From an optimization exercise on the open Yosys and OpenROAD flow, aimed at small area, a short achievable clock period and few clock cycles per item; shortcuts taken in it are not production practice.
At most, simulation tests tie the RTL to the original design; equivalence was not proved.
Power figures rest on the tool's default switching activity, not on a simulated workload.

## run 1
==> flow/design.v (excerpt) <==
module mips_div64(
  input  logic         clk,
  input  logic         reset,
  input  logic [63:0]  srcA,
  input  logic [63:0]  srcB,
  input  logic [4:0]   rob_ptr_in,
  input  logic [1:0]   hilo_prf_ptr_in,
  input  logic         is_signed_div,
  input  logic         start_div,
  output logic [127:0] y,
  output logic [4:0]   rob_ptr_out,
  output logic [1:0]   hilo_prf_ptr_out,
  output logic         ready,
  output logic         complete
);
Size: about 2,500 cells after synthesis, about 230 flip-flops, roughly 280 I/O pins, about 0.020 mm² of cells after synthesis.
==> flow/config.mk <==
export PLATFORM = sky130hd
export DESIGN_NAME = mips_div64
export DESIGN_NICKNAME = mips_div64
export VERILOG_FILES = /design/flow/design.v
export SDC_FILE = /design/flow/constraint.sdc
export NUM_CORES = 4
export LEC_CHECK = 0
export CAP_MARGIN = 20
export CORE_MARGIN = 2
export CORE_UTILIZATION = 40
export SETUP_SLACK_MARGIN = 1.5
export SLEW_MARGIN = 20
==> flow/constraint.sdc <==
create_clock -name core_clock -period 4.0 [get_ports {clk}]
set_input_delay 0.8000 -clock core_clock [delete_from_list [all_inputs] [get_ports {clk}]]
set_output_delay 0.8000 -clock core_clock [all_outputs]
set_load 0.01 [all_outputs]
run.sh (not shown) runs the stock make flow with config.mk's settings and CLKGATE_MAP_FILE= SYNTH_SCRIPT=/design/flow/synth_recipe.tcl, a recipe that flattens the netlist after the stock synthesis.
Run 1 has completed all stages; timing, DRC and antenna checks passed.
Testbench counts of run 1, summed over its fixed seeds: cycles 34,505, items 2,400.
> inputs changed (run 1 -> run 2)
Settings: SETUP_SLACK_MARGIN: 1.5 -> unset.
## What came out
Taking run 1 as the reference, in run 2 internal power contribution went down 3000 µW; detail-routed net length per standard cell went down 0.48 µm; placer congestion estimate held; setup slack went up 27 ps. Run 2 completed end to end with timing, DRC and antenna clean.
What run 3 does differently from run 2 at the input level:
Settings: setting SETUP_SLACK_MARGIN to 1.0 for the first time.
--- outcome ---
Run 3 completed every stage of the flow, and the final layout passed the timing, DRC and antenna checks.
Run 2 | status: complete | timing, DRC, antenna: pass
Area fraction in compound gates after synthesis came out exactly the same in run 3 and run 2.
Status: sequential cell count parity (run 3, run 2)
Sequential share of layout area, run 3 and run 2: lower on run 3
Summary: with run 2 as the reference, combinational gate power in run 3 moved up by more than a quarter.
Of run 3 and run 2, the lower post-detailed-placement half-perimeter wirelength belongs to run 3.
Compared with run 2, run 3 shows a relative max-transition margin that is 4.0 points lower.
Total power was lower in the run labelled run 2.

========
build 54:
mips_div64, a different RTL version from the one above (not shown whole).
Size: ~2600 cells after synthesis, ~280 I/O pins, ~0.021 sq mm of cells after synthesis.
Settings: LEC_CHECK=0, CAP_MARGIN=20, CORE_MARGIN=2, CORE_UTILIZATION=40, SLEW_MARGIN=20, SYNTH_HIERARCHICAL=1; clock period 4.0 ns.
Changes in build 67 relative to build 54:
- putting SETUP_SLACK_MARGIN at 0.6 where nothing was set
==> flow/flow/run.sh (new file) <==
#!/bin/bash
# Standard ORFS layout (the standard.sh) with one change to how it is
# made: the port buffers use the smallest buffer cell instead of the delay
# buffer buffer_ports picks by default.  All of make's output goes to
# standard_flow.log here.
set -euo pipefail
export BUFFER_PORTS_ARGS="-buffer_cell sky130_fd_sc_hd__buf_1"
bash standard.sh > standard_flow.log 2>&1
==> flow/standard.sh (new file) <==
#!/bin/bash
# synth_recipe.tcl (not shown) runs the flow's synth.tcl, then flattens the netlist and writes it again
# the make line also repeats each setting of config.mk as NAME=value (left out here)
make -C /OpenROAD-flow-scripts/flow DESIGN_CONFIG=/design/flow/config.mk WORK_HOME=/design/flow/orfs CLKGATE_MAP_FILE= SYNTH_SCRIPT=/design/flow/synth_recipe.tcl "${@:-finish}"
removed: flow/run.sh
Notes after the runs:
Wire length per cell after detailed routing grows by a few percent when moving from build 54 to build 67.
Fmax: build 67 above build 54
Wire: build 67 routes more than build 54
Changes in build 17 relative to build 67:
- a change of SETUP_SLACK_MARGIN from 0.6 to 1.2
### Flow results
Time the final worst path needs with I/O delays and setup delta (build 17 -> build 67): insignificant. Build 67 → build 17: met2 wire length went up 6.0%, combinational fraction of design power went up 1.2 points, synthesis-to-finish area growth went up 6.4 points. Worst setup skew after layout (build 17 over build 67): increase, 0.0032 ns. Build 17 vs. build 67: stage delay of the slowest cell on the critical path shows an increase of 0.25 ns; overall routed net length up about 4%; clock-buffer cell count has decreased; worst-case vdd ir drop went down by about 2.3%.
Function was not checked in any run of this note: the RTL went through the layout flow alone.

========
Another version of the RTL of mips_div64 (not shown whole).
Size: roughly 2400 cells after synthesis, about 21000 µm² of cells after synthesis.
==> flow/config.mk <==
export PLATFORM = sky130hd
export DESIGN_NAME = mips_div64
export DESIGN_NICKNAME = mips_div64
export VERILOG_FILES = /design/flow/design.v
export SDC_FILE = /design/flow/constraint.sdc
export NUM_CORES = 4
export LEC_CHECK = 0
export CAP_MARGIN = 20
export CORE_MARGIN = 2
export CORE_UTILIZATION = 40
export SLEW_MARGIN = 20
export SYNTH_HIERARCHICAL = 1
==> flow/constraint.sdc <==
create_clock -name core_clock -period 4.0 [get_ports {clk}]
set_input_delay 0.8000 -clock core_clock [delete_from_list [all_inputs] [get_ports {clk}]]
set_output_delay 0.8000 -clock core_clock [all_outputs]
set_load 0.01 [all_outputs]
Stock flow here: none of the scripts above is used.
The starting point produced a layout that fails on setup timing.
Rerun with:
==> flow/flow/run.sh (new file) <==
#!/bin/bash
# Standard ORFS layout (the standard.sh), with two changes to how it is
# made: port buffers use the smallest buffer cell, and after global routing
# non-critical gates are downsized (ORFS's RECOVER_POWER step).
set -euo pipefail
export BUFFER_PORTS_ARGS="-buffer_cell sky130_fd_sc_hd__buf_1"
export RECOVER_POWER=100
bash standard.sh > standard_flow.log 2>&1
==> flow/standard.sh (new file) <==
#!/bin/bash
# synth_recipe.tcl (not shown) runs the flow's synth.tcl, then flattens the netlist and writes it again
# the make line also repeats each setting of config.mk as NAME=value (left out here)
make -C /OpenROAD-flow-scripts/flow DESIGN_CONFIG=/design/flow/config.mk WORK_HOME=/design/flow/orfs CLKGATE_MAP_FILE= SYNTH_SCRIPT=/design/flow/synth_recipe.tcl "${@:-finish}"
--- a/flow/config.mk
+++ b/flow/config.mk
@@ -10,3 +10,2 @@
 export CORE_UTILIZATION = 40
 export SLEW_MARGIN = 20
-export SYNTH_HIERARCHICAL = 1
removed: flow/run.sh
=> With this change the flow finished with capacitance limit, slew limit, setup timing left. Clock-buffer cell count went down by 7. Setup slack gains 0.71 ns. Utilization went down by 4.9 points. Non-clock buffer count went down by 121. Synthesized area went down by 9.2%.
No functional check of the RTL was part of any run of this note.

========
## run A
mips_div64, a different RTL version from the one above (not shown whole).
Size: roughly 2500 cells after synthesis, about 280 I/O pins, about 21000 sq um of cells after synthesis.
Settings: LEC_CHECK=0, CAP_MARGIN=20, CORE_MARGIN=2, CORE_UTILIZATION=60, SETUP_SLACK_MARGIN=1.4, SLEW_MARGIN=20, SYNTH_HIERARCHICAL=1; clock period 4.0 ns.
standard.sh (not shown) runs the stock make flow with config.mk's settings and CLKGATE_MAP_FILE= SYNTH_SCRIPT=/design/flow/synth_recipe.tcl, a recipe that flattens the netlist after the stock synthesis.
==> flow/flow/run.sh <==
#!/bin/bash
# Standard ORFS layout (the standard.sh) with one change to how it is
# made: the port buffers use the smallest buffer cell instead of the delay
# buffer buffer_ports picks by default.  All of make's output goes to
# standard_flow.log here.
set -euo pipefail
export BUFFER_PORTS_ARGS="-buffer_cell sky130_fd_sc_hd__buf_1"
bash standard.sh > standard_flow.log 2>&1
Testbench counts of run A, summed over its fixed seeds: cycles 34,487, items 2,400.
The inputs of run B differ from those of run A as listed below.
Settings: a change of SETUP_SLACK_MARGIN from 1.4 to 1.8; a change of CORE_UTILIZATION from 60 to 40.
[summary]
- Comparing run A and run B, the higher cell count was measured on run B.
- Any difference in number of multi-input combinational cells between run B and run A is small enough to ignore.
- Changes observed in run B relative to run A: iteration count of the initial detailed-routing pass now sits higher; met2 usage has decreased.
- Run B | stages: all done | timing, DRC, antenna: all pass
- Post-synth design cell area across run A and run B: no real change.
- Delta (run B minus run A): total number of vias was more or less identical, die span in x went up by 22%.
- Worst setup slack (run B over run A): increase, 0.047 ns
- Summary of run B over run A: areal power density over the cells saw a decrease, arrival time reported for the critical path endpoint now sits lower, instance area at placement saw an increase.
Setup changes, run B to run C
Settings: SETUP_SLACK_MARGIN now 1.4, was 1.8.
Notes after the runs:
Run B completed every stage of the flow, and the final layout passed the timing, DRC and antenna checks. Run C: full flow OK, the timing, DRC and antenna checks passed. Looking at run B and run C, the power drawn by the combinational cells is a wash. Between run B and run C, count of plain and timing-repair buffers increased. Between run B and run C, the flow reports first-pass GRT wire length decreasing by a few percent. The lower core utilization came out of run C. Summary: with run B as the reference, routed wire length in run C moved down by a few percent. Diff run B -> run C: sequential fraction of total cell area saw an increase; clock network power saw an increase; design area saw a decrease.

========
mips_div64, a different RTL version from the one above (not shown whole).
Size: ~280 I/O pins, ~20,000 um^2 of cells after synthesis.
clock: 4.0 ns
lec_check: 0
cap_margin: 20
core_margin: 2
core_utilization: 40
setup_slack_margin: 1.4
slew_margin: 20
synth_hierarchical: 1
Scripts as last shown in full above: flow/flow/run.sh
Testbench counts at the start, summed over its fixed seeds: cycles 34,475, items 2,400.
Change:
SETUP_SLACK_MARGIN = 1.0   (was 1.4)
Effect: Routed wire length decreases by 3.6%. Hold slack improves by 0.0095 ns. Clock-buffer cell count rises by 1. Die area stays the same. Sequential power climbs by about 1%. Core utilization decreases by 1.3 points. Synthesized cell count does not change. Register-to-register slack stays flat. Sequential share of layout area rose by 0.45 points. First-iteration DRC count falls by 16%.

========
mips_div64, a different RTL version from the one above (not shown whole).
Size: ~2,600 cells after synthesis, ~20,000 µm² of cells after synthesis.
Settings: LEC_CHECK=0, CAP_MARGIN=20, CORE_MARGIN=2, CORE_UTILIZATION=40, CTS_BUF_LIST=sky130_fd_sc_hd__clkbuf_4 sky130_fd_sc_hd__clkbuf_8, SETUP_SLACK_MARGIN=0.7, SLEW_MARGIN=20, SYNTH_HIERARCHICAL=1; clock period 4.0 ns.
Scripts as last shown in full above: flow/flow/run.sh
Testbench counts at the start, summed over its fixed seeds: cycles 34,475, items 2,400.
==> next run, changes <==
CTS_BUF_LIST = default   (was sky130_fd_sc_hd__clkbuf_4 sky130_fd_sc_hd__clkbuf_8)
SETUP_SLACK_MARGIN = 1.0   (was 0.7)
- synthesized area does not change
- total power came out higher by 5.6%
- flip-flop and latch count does not change
- core utilization went up by 3.0 points
- global-route usage climbs by 0.18 points
- count of clock-buffer cells in the layout shrinks by 22

==> separate check: timing with driven ports <==
The flow's constraints put no driver on any port. The routed layouts listed below were extracted and timed again, unchanged, in two steps. Step 1: set_driving_cell puts a clkbuf_16 on clk and a buf_2 on each other input, an assumption about the parent block. Step 2, shift: input delay + t, output delay - t, t = (earliest + latest rising clock arrival at the registers) / 2. This alone moves slack from input paths to output paths. Slacks: no drivers / after step 1 / after step 2; pairs: no drivers / after step 1.
| run | t (ns) | setup WS [ns] | worst hold slack (ns) |
|---|---|---|---|
| run 1 | 0.645 | 0.090 / 0.030 / 0.363 | 0.412 / 0.412 / 0.412 |
| run 2 | 0.649 | 0.117 / 0.060 / 0.013 | 0.418 / 0.418 / 0.418 |
| run 3 | 0.646 | 0.114 / 0.056 / 0.287 | 0.414 / 0.414 / 0.414 |
| build 54 | 0.639 | 0.118 / 0.118 / -0.293 | 0.407 / 0.407 / 0.407 |
| build 67 | 0.651 | 0.299 / 0.299 / -0.058 | 0.385 / 0.351 / 0.405 |
| build 17 | 0.643 | 0.299 / 0.299 / -0.114 | 0.393 / 0.356 / 0.401 |
| the first run of note 3 | 0.635 | -1.741 / -1.741 / -1.741 | 0.418 / 0.418 / 0.418 |
| the second run of note 3 | 0.639 | -1.029 / -1.029 / -1.029 | 0.386 / 0.347 / 0.422 |
| run A | 0.635 | 0.604 / 0.604 / 0.125 | 0.391 / 0.366 / 0.394 |
| run B | 0.639 | 0.650 / 0.650 / 0.152 | 0.390 / 0.357 / 0.402 |
| run C | 0.657 | 0.683 / 0.683 / 0.031 | 0.369 / 0.341 / 0.406 |
| the first run of note 5 | 0.646 | 0.835 / 0.835 / 0.221 | 0.365 / 0.329 / 0.404 |
| the second run of note 5 | 0.651 | 0.826 / 0.826 / 0.303 | 0.374 / 0.342 / 0.403 |
| the first run of note 6 | 0.671 | 0.788 / 0.818 / 0.147 | 0.337 / 0.309 / 0.409 |
| the second run of note 6 | 0.636 | 0.937 / 0.938 / 0.302 | 0.382 / 0.358 / 0.415 |
With both steps, setup timing fails in build 54, build 67 and build 17, where it was met with ideal ports. For run C, which loses most, drivers alone change the setup slack by 0.000 ns; drivers and shift together by -0.652 ns.
